This is an optimization exercise on Yosys and OpenROAD, whose aim is small area, a short achievable clock period and few clock cycles, not a production implementation.
In this exercise RTL edits were held to simulation tests only and were not proved equivalent to the original.

==> build 1 <==
## associative_memory
module associative_memory
(
	input Clk_CI, Reset_RI,
	input ValidIn_SI, ReadyIn_SI,
	output ReadyOut_SO, ValidOut_SO,
	input [2-1:0] ModeIn_SI,
	input [5-1:0] LabelIn_DI,
	input [0:1000-1] HypervectorIn_DI,
	output [5-1:0] LabelOut_DO,
	output [10-1:0] DistanceOut_DO
);
localparam D = 1000;
localparam NC = 13;
localparam LW = 5;
localparam DW = 10;
localparam KW = DW + 2;          
localparam FD = 7;               
localparam [0:D-1] BIT_SELECT = 1000'b1111101100001010001101000111001110100111111010110010010010010000100111111000111010011100010110101001010100010101001001000100010011000100001011111100010000010011001100010101011010100011010010011010010100001001110101011100111001101111100101000100000100100001000011010000011010000111000011000111101101100010011100111001000111001101001000000100010111000111111010001001011000001101110001001111101010001100010111001111111011111000101100000010000100100001001010111110111001010011000111100101100011010101100110001000001011100110001101101000000111100100111100000001010000110110111011111010001111100101101101110110011010001100011010101001111011011001000011111101011001111001100001101101010100100110100111100111101110101011101101010110100111010110000100000000010010000000000001111011111010000110011110110111011100111100000111000110000100110111000100001111111011110101111100110100110111010111111111010101111001100100101110101111110111110100001000110001110010100010011000000110011110001110101111100111100011011101;
localparam UOFF = 22;
localparam KOFF = 4;
integer j;
genvar i, m;
reg Ready_SP;
reg [2:0] Outst_SP;              
  ...
clock: 13.5 ns
lec_check: 0
cap_margin: 20
core_margin: 2
core_utilization: 55
cts_cluster_diameter: 80
cts_cluster_size: 24
place_density: 0.66
slew_margin: 20
synth_hierarchical: 1
tns_end_percent: 100
standard.sh (not shown) runs the stock make flow with config.mk's settings and CLKGATE_MAP_FILE= SYNTH_SCRIPT=/design/flow/synth_recipe.tcl, a recipe that flattens the netlist after the stock synthesis.
==> flow/flow/run.sh <==
#!/bin/bash
# Layout flow: the standard flow (standard.sh, all steps from synthesis to
# the final layout, with flow/config.mk's settings), changed in two ways:
#  - timing repair aims for 9.4 ns of setup slack on the 13.5 ns clock, so that
#    the repair steps keep working on paths longer than 4.1 ns;
#  - every port gets a sky130_fd_sc_hd__buf_2 buffer.
# The clock period, the constraints and everything else are the standard flow's.
# make's output goes to run_standard.log; each ORFS step logs under orfs/logs/.
set -euo pipefail
bash standard.sh SETUP_SLACK_MARGIN=9.4 "BUFFER_PORTS_ARGS=-buffer_cell sky130_fd_sc_hd__buf_2" finish > run_standard.log 2>&1
==> trial 47: changes against build 1 <==
--- a/flow/design.v
+++ b/flow/design.v
@@ -27,23 +27,20 @@
 reg [DW-1:0] FifoD_SP [0:FD-1];
 wire Accept_S  = ValidIn_SI & Ready_SP;
 wire AccPred_S = Accept_S & (ModeIn_SI == 2'b00);
 wire Pop_S     = FifoV_SP[0] & ReadyIn_SI;    
 wire [2:0] OutstN_S = Outst_SP + {2'b0, AccPred_S} - {2'b0, Pop_S};
-reg ReadyOut_SP;
 always @(posedge Clk_CI) begin
 	if (Reset_RI) begin
 		Outst_SP <= 3'd0;
 		Ready_SP <= 1'b1;
-		ReadyOut_SP <= 1'b1;
 	end else begin
 		Outst_SP <= OutstN_S;
 		Ready_SP <= (OutstN_S < FD);
-		ReadyOut_SP <= ~&OutstN_S;
 	end
 end
-assign ReadyOut_SO = ReadyOut_SP;
+assign ReadyOut_SO = Ready_SP;
 reg [0:D-1] Query_DP;
 reg [LW-1:0] LabelIn_DP;
 reg UpdMode_SP;
 reg Shift_SP, Pred_SP;
 always @(posedge Clk_CI) begin
@@ -173,14 +170,10 @@
 generate
 	for (g = 0; g < NG; g = g + 1) begin : g_grp
 		localparam integer LO = GSTART[5*g +: 5];
 		localparam integer HI = GSTART[5*(g+1) +: 5];
 		wire [NC-1:0] win;
-		wire [HI-LO-1:0] inv;
-		for (i = LO; i < HI; i = i + 1) begin : g_inv
-			assign inv[i-LO] = &S3Key_DP[i];
-		end
 		for (i = 0; i < NC; i = i + 1) begin : g_w
 			if (i < LO || i >= HI) begin : g_out
 				assign win[i] = 1'b0;
 			end else begin : g_in
 				wire [NC-1:0] beats;
@@ -204,11 +197,11 @@
 				d = d | (Dist_D[j] & {DW{win[j]}});
 				l = l | (S3Lab_D[j] & {LW{win[j]}});
 			end
 		end
 		always @(posedge Clk_CI) begin
-			GInv_DP[g] <= &inv;
+			GInv_DP[g] <= &k;
 			GDist_DP[g] <= d;
 			GLab_DP[g] <= l;
 		end
 	end
 endgenerate
@@ -260,11 +253,11 @@
 wire [DW-1:0] HeadD_D = Pop_S ? (Wr_S[0] ? ResD_D : FifoD_SP[1]) : (Wr_S[0] ? ResD_D : FifoD_SP[0]);
 always @(posedge Clk_CI) begin
 	if (Reset_RI)
 		OutV_SP <= 1'b0;
 	else
-		OutV_SP <= ShV_S[0] | (|Wr_S);
+		OutV_SP <= ShV_S[0] | Wr_S[0];
 	OutL_DP <= HeadL_D;
 	OutD_DP <= HeadD_D;
 end
 generate
 	for (i = 0; i < FD; i = i + 1) begin : g_fifo
==> flow/flow/run.sh (replaced) <==
#!/bin/bash
# Layout flow: the standard flow (standard.sh, all steps from synthesis to
# the final layout, with flow/config.mk's settings), changed in two ways:
#  - timing repair aims for 9 ns of setup slack on the 13.5 ns clock, so that
#    the repair steps keep working on paths longer than 4.5 ns;
#  - every port gets a sky130_fd_sc_hd__buf_2 buffer.
# The clock period, the constraints and everything else are the standard flow's.
# make's output goes to run_standard.log; each ORFS step logs under orfs/logs/.
set -euo pipefail
bash standard.sh SETUP_SLACK_MARGIN=9 "BUFFER_PORTS_ARGS=-buffer_cell sky130_fd_sc_hd__buf_2" finish > run_standard.log 2>&1
==> flow/config.mk (replaced) <==
export PLATFORM = sky130hd
export DESIGN_NAME = associative_memory
export DESIGN_NICKNAME = associative_memory
export VERILOG_FILES = /design/flow/design.v
export SDC_FILE = /design/flow/constraint.sdc
export NUM_CORES = 8
export LEC_CHECK = 0
export CAP_MARGIN = 40
export CORE_MARGIN = 2
export CORE_UTILIZATION = 65
export CTS_CLUSTER_DIAMETER = 80
export CTS_CLUSTER_SIZE = 24
export PLACE_DENSITY = 0.7
export SLEW_MARGIN = 40
export SYNTH_HIERARCHICAL = 1
export TNS_END_PERCENT = 100
==> notes <==
Of build 1 and trial 47, build 1 has the higher design area (gap 0.63%, measured against trial 47). Synthesized cell count is about the same in build 1 and trial 47. Against trial 47, the worst hold slack of build 1 is lower by 37 ps. Build 1 went through all stages and came out clean. Trial 47 finished with timing, DRC and antenna clean. Against trial 47, the die area of build 1 is higher by about 18%. Of build 1 and trial 47, trial 47 has the higher first-iteration DRC count (gap about 6%, measured against trial 47). Against trial 47, the clock skew of build 1 is higher by 39 ps. Synthesized area is about the same in build 1 and trial 47. Between build 1 and trial 47, the lower global-route usage is in build 1 (gap 5.8 points). Between trial 47 and build 1, the lower clock-buffer cell count is in build 1 (gap 31).
==> figures <==
quantity                                                                trial 47          build 1
XOR/XNOR Fraction of Synth Area                                          0.00204          0.00202
Launch point of the critical path                                  Query_DP[837]       OutL_DP[0]
Via count of the first global-routing pass                                453000           449000
Via count of the routed design                                            434000           429000
Length of routed met3 wiring                                           391000 µm        347000 µm
Proportion of netlist area held by the largest area contributor            0.479            0.480
Highest fanout seen on the critical path                                      14                1
Status                                          no timing/DRC/antenna violations  no timing/DRC/antenna violations
Met2 Routed Length                                                    1160000 µm       1210000 µm
Data arrival time of the worst path                                      5670 ps          1730 ps
Cell area reported after detailed placement                           858000 µm²       860000 µm²
Worst flop-to-flop path endpoint                                 Part1_DP[11][0]  Part2_DP[10][3]
Max-slew headroom at the worst pin                                         0.182            0.172
Post-CTS Resized                                                              40              962
Global-route wire length before repair                                3650000 µm       3730000 µm
Die width                                                                1130 µm          1230 µm
Non-filler instance count after layout                                     68900            72000
Testbench counts of build 1, summed over its fixed seeds: cycles 1,112.
Testbench counts of trial 47, summed over its fixed seeds: cycles 1,112.

==> inputs of build 53 <==
associative_memory, a different RTL version from the one above (not shown whole).
export LEC_CHECK = 0
export CAP_MARGIN = 20
export CORE_MARGIN = 2
export CORE_UTILIZATION = 55
export CTS_CLUSTER_DIAMETER = 80
export CTS_CLUSTER_SIZE = 24
export SLEW_MARGIN = 20
export SYNTH_HIERARCHICAL = 1
export TNS_END_PERCENT = 0
create_clock -name core_clock -period 13.5 [get_ports {Clk_CI}]
==> flow/flow/run.sh <==
#!/bin/bash
# Layout flow: the standard flow (standard.sh, all steps from synthesis to
# the final layout, with flow/config.mk's settings), changed in two ways:
#  - timing repair aims for 9 ns of setup slack on the 13.5 ns clock, so that
#    the repair steps keep working on paths longer than 4.5 ns;
#  - every port gets a sky130_fd_sc_hd__buf_2 buffer.
# The clock period, the constraints and everything else are the standard flow's.
# make's output goes to run_standard.log; each ORFS step logs under orfs/logs/.
set -euo pipefail
bash standard.sh SETUP_SLACK_MARGIN=9 "BUFFER_PORTS_ARGS=-buffer_cell sky130_fd_sc_hd__buf_2" finish > run_standard.log 2>&1
==> trial 89: changes against build 53 <==
--- a/flow/design.v
+++ b/flow/design.v
@@ -25,11 +25,11 @@
 reg [FD-1:0] FifoV_SP;
 reg [LW-1:0] FifoL_SP [0:FD-1];
 reg [DW-1:0] FifoD_SP [0:FD-1];
 wire Accept_S  = ValidIn_SI & Ready_SP;
 wire AccPred_S = Accept_S & (ModeIn_SI == 2'b00);
-wire Pop_S     = FifoV_SP[0] & ReadyIn_SI;    
+wire Pop_S     = FifoV_SP[0] & ReadyIn_SI;
 wire [2:0] OutstN_S = Outst_SP + {2'b0, AccPred_S} - {2'b0, Pop_S};
 always @(posedge Clk_CI) begin
 	if (Reset_RI) begin
 		Outst_SP <= 3'd0;
 		Ready_SP <= 1'b1;
@@ -195,23 +195,10 @@
 	if (Reset_RI)
 		FifoV_SP <= {FD{1'b0}};
 	else
 		FifoV_SP <= ShV_S | Wr_S;
 end
-reg OutV_SP;
-reg [LW-1:0] OutL_DP;
-reg [DW-1:0] OutD_DP;
-wire [LW-1:0] HeadL_D = Pop_S ? (Wr_S[0] ? ResL_D : FifoL_SP[1]) : (Wr_S[0] ? ResL_D : FifoL_SP[0]);
-wire [DW-1:0] HeadD_D = Pop_S ? (Wr_S[0] ? ResD_D : FifoD_SP[1]) : (Wr_S[0] ? ResD_D : FifoD_SP[0]);
-always @(posedge Clk_CI) begin
-	if (Reset_RI)
-		OutV_SP <= 1'b0;
-	else
-		OutV_SP <= ShV_S[0] | Wr_S[0];
-	OutL_DP <= HeadL_D;
-	OutD_DP <= HeadD_D;
-end
 generate
 	for (i = 0; i < FD; i = i + 1) begin : g_fifo
 		wire [LW-1:0] nl = (i == FD-1) ? {LW{1'b0}} : FifoL_SP[(i == FD-1) ? i : i+1];
 		wire [DW-1:0] nd = (i == FD-1) ? {DW{1'b0}} : FifoD_SP[(i == FD-1) ? i : i+1];
 		always @(posedge Clk_CI) begin
@@ -223,13 +210,13 @@
 				FifoD_SP[i] <= nd;
 			end
 		end
 	end
 endgenerate
-assign ValidOut_SO = OutV_SP;
-assign LabelOut_DO = OutL_DP;
-assign DistanceOut_DO = OutD_DP;
+assign ValidOut_SO = FifoV_SP[0];
+assign LabelOut_DO = FifoL_SP[0];
+assign DistanceOut_DO = FifoD_SP[0];
 endmodule
 module am_pn_a (input [999:0] e, input [999:0] q, output [90:0] m);
   wire [999:0] x = ~(e & q);
   wire s1_1;
   wire c1_1;
==> notes.md <==
Detailed routing:
- The detail-routed net length per standard cell is 41.6 um.
- In the routed layout, each cell is associated on average with a via count of 6.11.

Finish:
- The area taken by flip-flops and latches is 0.461 sq mm.
- The antenna cell count is 751.
- The count of buffers not belonging to the clock network in the layout is 1579.

GRT:
- The global routing usage summed across all routing layers is 40.6%.
- The met1 track utilization from global routing is 53.7%.

Placed design:
- Summing all placed instances gives a cell area of 0.861 sq mm.

Outcome:
- The flow ran to the end and the layout has no timing, DRC or antenna violations.

Timing:
- The minimum setup slack in the final design is 8480 ps.
The numbers above come from build 53.

==> notes.md <==
Outcome:
- The run finished with no timing, DRC or antenna violations.

Finish:
- Counting plain and timing-repair buffers in the layout gives 1519.
- The sequential cells in the finished layout cover a total of 0.460 sq mm.

GRT:
- For this run, global-route usage on met1 was measured as 52.7%.
- The global routing usage summed across all routing layers is 39.9%.
- Entering global routing, the biggest net connects 196 pins.

Placed design:
- The instance area after placement is 0.860 sq mm.

Detailed routing:
- In the final routed layout, each cell accounts on average for 41.0 um.
- The detail-routed via count per cell is 6.07.

Setup path:
- The critical path crosses 12 cells after its start point.

Logic synthesis:
- The basic-gate share of the synthesized area counting and, or, nand and nor cells is 7.03%.

Timing:
- The hold violation total from the final report is 0.
- The minimum setup slack in the final design is 8300 ps.
The numbers above come from trial 89.

Testbench counts of build 53, summed over its fixed seeds: cycles 1,104.
Testbench counts of trial 89, summed over its fixed seeds: cycles 1,104.

-- static timing again, ports no longer ideal --
Ports are ideal in the flow. The routed layouts listed here were re-timed in OpenROAD. Step 1, drivers: a clkbuf_16 drives Clk_CI and a buf_2 each remaining input, both assumed. Step 2 adds t to the input delays and takes it off the output delays; t is the mean of the earliest and latest rising clock arrival at the registers after step 1. Input paths then give back, and output paths get back, about the clock's delay inside the block. Three values: ideal, step 1, step 2; two values: the first two.
run | shift t [ns] | setup WS [ns] | worst slew at a driven data input, ns
build 1 | 1.505 | 9.072 / 8.863 / 8.265 | 0.19
trial 47 | 1.459 | 8.930 / 8.870 / 8.450 | 0.14
build 53 | 1.520 | 8.482 / 8.482 / 7.520 | 0.18
trial 89 | 1.475 | 8.302 / 8.302 / 7.757 | 0.30
After both steps every run listed still meets setup and hold. For build 53, which loses most, drivers alone change the setup slack by 0.000 ns; drivers and shift together by -0.962 ns.
